What follows belongs to an exercise in optimizing a design on an open flow for small area, a short achievable clock period and few clock cycles; a production flow would make more cautious choices.
Power is estimated from default activity; no workload was simulated.

the reference run:
// divider1
module divider1(quotient, valid_out, divisor, dividend, valid_in, rst, clk);
  output [63:0] quotient;
  output valid_out;
  input [63:0] divisor, dividend;
  input valid_in, rst, clk;
  localparam int K  = 3;                     
  localparam int DW = 67 + K;                
  localparam int JW = 5;                     
  logic          busy;
  logic          first;   
  logic          vo;
  logic [63:0]   rr;      
  logic [DW-1:0] nd;      
  logic          sbn;     
  logic [63:0]   rq;      
  logic          neg;     
  logic [JW-1:0] cnt;     
  assign valid_out = vo | quick;
  div_neg u_neg(.q(rq), .neg(neg), .y(quotient));
  wire        sa = dividend[63];
  wire        sb = divisor[63];
  wire [63:0] ma = sa ? (64'd0 - dividend) : dividend;
  wire [7:0]  t;
  wire        az, bz;
  div_len u_len(.a(dividend), .b(divisor), .t(t), .az(az), .bz(bz));
  logic [7:0]   tr;          
  logic         azr, bzr;    
  wire        zq = azr | (tr[7] & (tr != 8'hff));     
  wire        quick = first & (zq | bzr);              
  wire [JW-1:0] j0;
  div_ncyc #(.K(K), .JW(JW)) u_ncyc(.x(tr[6:0]), .j(j0));
  logic [DW-1:0] dsh;
  always_comb begin
    dsh = nd;
    for (int k = 0; k < JW; k++) if (first & j0[k]) dsh = (dsh << (K << k)) | ~({DW{1'b1}} << (K << k));
  end
  wire [DW-1:0] ndeff = dsh ^ {DW{first & sbn}};    
  function automatic logic [64:0] addc(input logic [DW-1:0] a, input logic [DW-1:0] b, input logic cin);
    logic [DW:0] g, p, G, P;
    g = {a & b, cin};
    p = {a ^ b, 1'b0};
    G = g; P = p;
    for (int l = 0; (1 << l) < DW + 1; l++) begin
      logic [DW:0] G2, P2;
      G2 = G; P2 = P;
      for (int i = 0; i < DW + 1; i++) begin
        if ((i >> l) & 1) begin
          G2[i] = G[i] | (P[i] & G[((i >> l) << l) - 1]);
          P2[i] = P[i] & P[((i >> l) << l) - 1];
        end
      end
      G = G2; P = P2;
    end
    addc[64] = G[DW];
    for (int i = 0; i < 64; i++) addc[i] = p[i+1] ^ G[i];
  endfunction
  logic [63:0]   rnext;
  logic [K-1:0]  qb;
  always_comb begin
    logic [63:0]   r;
    logic [64:0]   t;
    r = rr;
    for (int j = 0; j < K; j++) begin
      if (j == 0) t = addc({{(DW-64){1'b0}}, r}, nd, ~sbn);
      else        t = addc({{(DW-64){1'b0}}, r}, ~(~ndeff >> j), ~sbn);
      qb[K-1-j] = t[64] & ~(j == 0 && first);
      if (qb[K-1-j]) r = t[63:0];
    end
    rnext = r;
  end
  ...
Size in the first run: about 220 flip-flops, roughly 28,000 um^2 of cells after synthesis.
==> module divider1, before the edit <==
module divider1(quotient, valid_out, divisor, dividend, valid_in, rst, clk);
  output [63:0] quotient;
  output valid_out;
  input [63:0] divisor, dividend;
  input valid_in, rst, clk;
  localparam int K  = 3;                     
  localparam int DW = 67 + K;                
  localparam int JW = 5;                     
  logic          busy;
  logic          first;   
  logic          vo;
  logic [63:0]   rr;      
  logic [DW-1:0] nd;      
  logic          sbn;     
  logic [63:0]   rq;      
  logic          neg;     
  logic [JW-1:0] cnt;     
  assign valid_out = vo | quick;
  div_neg u_neg(.q(rq), .neg(neg), .y(quotient));
  wire        sa = dividend[63];
  wire        sb = divisor[63];
  wire [63:0] ma = sa ? (64'd0 - dividend) : dividend;
  wire [7:0]  t;
  wire        az, bz;
  div_len u_len(.a(dividend), .b(divisor), .t(t), .az(az), .bz(bz));
  logic [7:0]   tr;          
  logic         azr, bzr;    
  wire        zq = azr | (tr[7] & (tr != 8'hff));     
  wire        quick = first & (zq | bzr);              
  wire [JW-1:0] j0;
  div_ncyc #(.K(K), .JW(JW)) u_ncyc(.x(tr[6:0]), .j(j0));
  logic [DW-1:0] dsh;
  always_comb begin
    dsh = nd;
    for (int k = 0; k < JW; k++) if (first & j0[k]) dsh = (dsh << (K << k)) | ~({DW{1'b1}} << (K << k));
  end
  wire [DW-1:0] ndeff = dsh ^ {DW{first & sbn}};    
  function automatic logic [64:0] addc(input logic [DW-1:0] a, input logic [DW-1:0] b, input logic cin);
    logic [DW:0] g, p, G, P;
    g = {a & b, cin};
    p = {a ^ b, 1'b0};
    G = g; P = p;
    for (int l = 0; (1 << l) < DW + 1; l++) begin
      logic [DW:0] G2, P2;
      G2 = G; P2 = P;
      for (int i = 0; i < DW + 1; i++) begin
        if ((i >> l) & 1) begin
          G2[i] = G[i] | (P[i] & G[((i >> l) << l) - 1]);
          P2[i] = P[i] & P[((i >> l) << l) - 1];
        end
      end
      G = G2; P = P2;
    end
    addc[64] = G[DW];
    for (int i = 0; i < 64; i++) addc[i] = p[i+1] ^ G[i];
  endfunction
  logic [63:0]   rnext;
  logic [K-1:0]  qb;
  always_comb begin
    logic [63:0]   r;
    logic [64:0]   t;
    r = rr;
    for (int j = 0; j < K; j++) begin
      if (j == 0) t = addc({{(DW-64){1'b0}}, r}, nd, ~sbn);
      else        t = addc({{(DW-64){1'b0}}, r}, ~(~ndeff >> j), ~sbn);
      qb[K-1-j] = t[64] & ~(j == 0 && first);
      if (qb[K-1-j]) r = t[63:0];
    end
    rnext = r;
  end
  wire last = ((first ? j0 : cnt) == '0);
  always_ff @(posedge clk) begin
    if (rst) begin
      busy  <= 1'b0;
      first <= 1'b0;
      vo    <= 1'b0;
    end else if (!busy) begin
      busy  <= valid_in;
      first <= valid_in;
      vo    <= 1'b0;
    end else begin
      busy  <= ~last & ~quick;
      first <= 1'b0;
      vo    <= last & ~quick;
    end
  end
  always_ff @(posedge clk) begin
    if (!busy) begin
      rr    <= ma;
      nd    <= ~({{(DW-64){sb}}, divisor} << (K - 1));
      tr    <= t;
      azr   <= az;
      bzr   <= bz;
      sbn   <= sb;
      rq    <= {63'd0, bz};
      neg   <= bz ? ~sa : (sa ^ sb);
    end else begin
      rr    <= rnext;
      nd    <= ~(~ndeff >> K);
      cnt   <= (first ? j0 : cnt) - 1'b1;
      rq    <= {rq[63-K:0], qb};
    end
  end
endmodule
==> flow/config.mk <==
export PLATFORM = sky130hd
export DESIGN_NAME = divider1
export DESIGN_NICKNAME = divider1
export VERILOG_FILES = /design/flow/design.v
export SDC_FILE = /design/flow/constraint.sdc
export NUM_CORES = 8
export LEC_CHECK = 0
export CAP_MARGIN = 20
export CORE_MARGIN = 2
export CORE_UTILIZATION = 40
export SLEW_MARGIN = 20
export SYNTH_HIERARCHICAL = 1
==> flow/constraint.sdc <==
create_clock -name core_clock -period 32.0 [get_ports {clk}]
set_input_delay 6.4000 -clock core_clock [delete_from_list [all_inputs] [get_ports {clk}]]
set_output_delay 6.4000 -clock core_clock [all_outputs]
set_load 0.01 [all_outputs]
standard.sh (not shown) runs the stock make flow with config.mk's settings and CLKGATE_MAP_FILE= SYNTH_SCRIPT=/design/flow/synth_recipe.tcl, a recipe that flattens the netlist after the stock synthesis.
==> flow/flow/run.sh <==
#!/bin/bash
# Own flow: the standard layout (standard synthesis, floorplan, placement,
# CTS, routing); only the timing repair is asked to leave a setup margin,
# and port buffers use another buffer cell. Clock and constraints unchanged.
set -e
bash standard.sh SETUP_SLACK_MARGIN=22 "BUFFER_PORTS_ARGS=-buffer_cell sky130_fd_sc_hd__buf_1" finish > standard_finish.log 2>&1
The reference run went all the way through the flow, and no timing, DRC or antenna check failed.
What the trial run does differently from the reference run at the input level:
--- a/flow/design.v
+++ b/flow/design.v
@@ -57,27 +57,30 @@
   localparam int JW = 5;                     
   logic          busy;
   logic          first;   
-  logic          vo;
+  logic          vo;      
   logic [63:0]   rr;      
   logic [DW-1:0] nd;      
+  logic [7:0]    tr;      
+  logic          azr;     
+  logic          bzr;     
   logic          sbn;     
   logic [63:0]   rq;      
   logic          neg;     
-  logic [JW-1:0] cnt;     
-  assign valid_out = vo | quick;
-  div_neg u_neg(.q(rq), .neg(neg), .y(quotient));
   wire        sa = dividend[63];
   wire        sb = divisor[63];
-  wire [63:0] ma = sa ? (64'd0 - dividend) : dividend;
+  wire [63:0] ma;
   wire [7:0]  t;
   wire        az, bz;
+  div_abs u_abs(.a(dividend), .y(ma));
   div_len u_len(.a(dividend), .b(divisor), .t(t), .az(az), .bz(bz));
-  logic [7:0]   tr;          
-  logic         azr, bzr;    
-  wire        zq = azr | (tr[7] & (tr != 8'hff));     
-  wire        quick = first & (zq | bzr);              
+  wire zq = azr | (tr[7] & (tr != 8'hff));      
+  wire quick = first & (zq | bzr);              
   wire [JW-1:0] j0;
   div_ncyc #(.K(K), .JW(JW)) u_ncyc(.x(tr[6:0]), .j(j0));
+  wire [JW-1:0] cnow = first ? j0 : tr[JW-1:0];
+  wire          last = (cnow == '0);
+  assign valid_out = vo | quick;
+  div_neg u_neg(.q(rq), .neg(neg), .y(quotient));
   logic [DW-1:0] dsh;
   always_comb begin
     dsh = nd;
@@ -107,17 +110,16 @@
   logic [K-1:0]  qb;
   always_comb begin
     logic [63:0]   r;
-    logic [64:0]   t;
+    logic [64:0]   s;
     r = rr;
     for (int j = 0; j < K; j++) begin
-      if (j == 0) t = addc({{(DW-64){1'b0}}, r}, nd, ~sbn);
-      else        t = addc({{(DW-64){1'b0}}, r}, ~(~ndeff >> j), ~sbn);
-      qb[K-1-j] = t[64] & ~(j == 0 && first);
-      if (qb[K-1-j]) r = t[63:0];
+      if (j == 0) s = addc({{(DW-64){1'b0}}, r}, nd, ~sbn);
+      else        s = addc({{(DW-64){1'b0}}, r}, ~(~ndeff >> j), ~sbn);
+      qb[K-1-j] = s[64] & ~(j == 0 && first);
+      if (qb[K-1-j]) r = s[63:0];
     end
     rnext = r;
   end
-  wire last = ((first ? j0 : cnt) == '0);
   always_ff @(posedge clk) begin
     if (rst) begin
       busy  <= 1'b0;
@@ -146,13 +148,13 @@
     end else begin
       rr    <= rnext;
       nd    <= ~(~ndeff >> K);
-      cnt   <= (first ? j0 : cnt) - 1'b1;
+      tr    <= 8'(cnow - 1'b1);
       rq    <= {rq[63-K:0], qb};
     end
   end
 endmodule
-module div_neg(input [63:0] q, input neg, output [63:0] y);
-  assign y = neg ? (64'd0 - q) : q;
+module div_abs(input [63:0] a, output [63:0] y);
+  assign y = a[63] ? (64'd0 - a) : a;
 endmodule
 module div_len(input [63:0] a, input [63:0] b, output [7:0] t, output az, output bz);
   function automatic logic [6:0] msb(input logic [63:0] x);
@@ -181,6 +183,9 @@
     for (int i = 0; i < 128; i++) if (x == 7'(i)) j = JW'((((i + 1) % 128) + 1) / K);
   end
 endmodule
+module div_neg(input [63:0] q, input neg, output [63:0] y);
+  assign y = neg ? (64'd0 - q) : q;
+endmodule
 module full_adder(S, Cout, A, B, Cin);
 	output S, Cout;
 	input A, B, Cin;
Results
The reference run has a lower critical path depth than the trial run. Lower wire length of the first global-routing pass goes to the trial run over the reference run. Higher proportion of cell area spent on the clock network among the reference run and the trial run: the reference run. Looking at fraction of layout instances using a drive strength above 1, the trial run sits above the reference run. The trial run vs. the reference run: met1 capacity usage during global routing moved down; setup fix buffers added after clock tree synthesis moved up. Worst reg-to-reg path cell count: the trial run vs the reference run up about 13%. Delta (the trial run minus the reference run): clock buffer count went down 8, tap cell count went down 58. The post-synthesis share of cell area spent on full adders, half adders and majority gates reported for the trial run is greater than that of the reference run by 0.18 points. The number of clock sinks seen by CTS number comes out lower for the trial run vs the reference run. The trial run vs the reference run, internal power component went up by about 24%. Compared with the reference run, in the trial run count of buffers inserted at the top-level ports now sits at about the same level; portion of total power attributed to the clock network decreased by 2.8 points relative to the old numbers.
No functional check of the RTL was part of any run of this note.

## re-timing with driven ports
No port has a modelled driver above. Below, the same layouts with a new extraction and two added sets of constraints.
Step 1 assumes that a clkbuf_16 drives the clock port and a buf_2 every other input.
Step 2, shift: input delay + t, output delay - t, t = (earliest + latest rising clock arrival at the registers) / 2. This alone moves slack from input paths to output paths.
Three values: ideal, step 1, step 2; two values: the first two.
run	shift t [ns]	setup WS [ns]	worst hold slack (ns)	clock arrival spread, ns	worst slew at a driven data input, ns
the reference run	0.670	22.010 / 22.045 / 21.375	0.493 / 0.493 / 0.493	0.022 / 0.022	0.13
the trial run	0.650	21.900 / 21.900 / 21.604	0.515 / 0.515 / 0.515	0.014 / 0.014	0.08
After both steps setup and hold are still met in every run listed. The setup slack of the reference run, which loses most, moves by +0.035 ns with the drivers and by -0.635 ns with both steps.
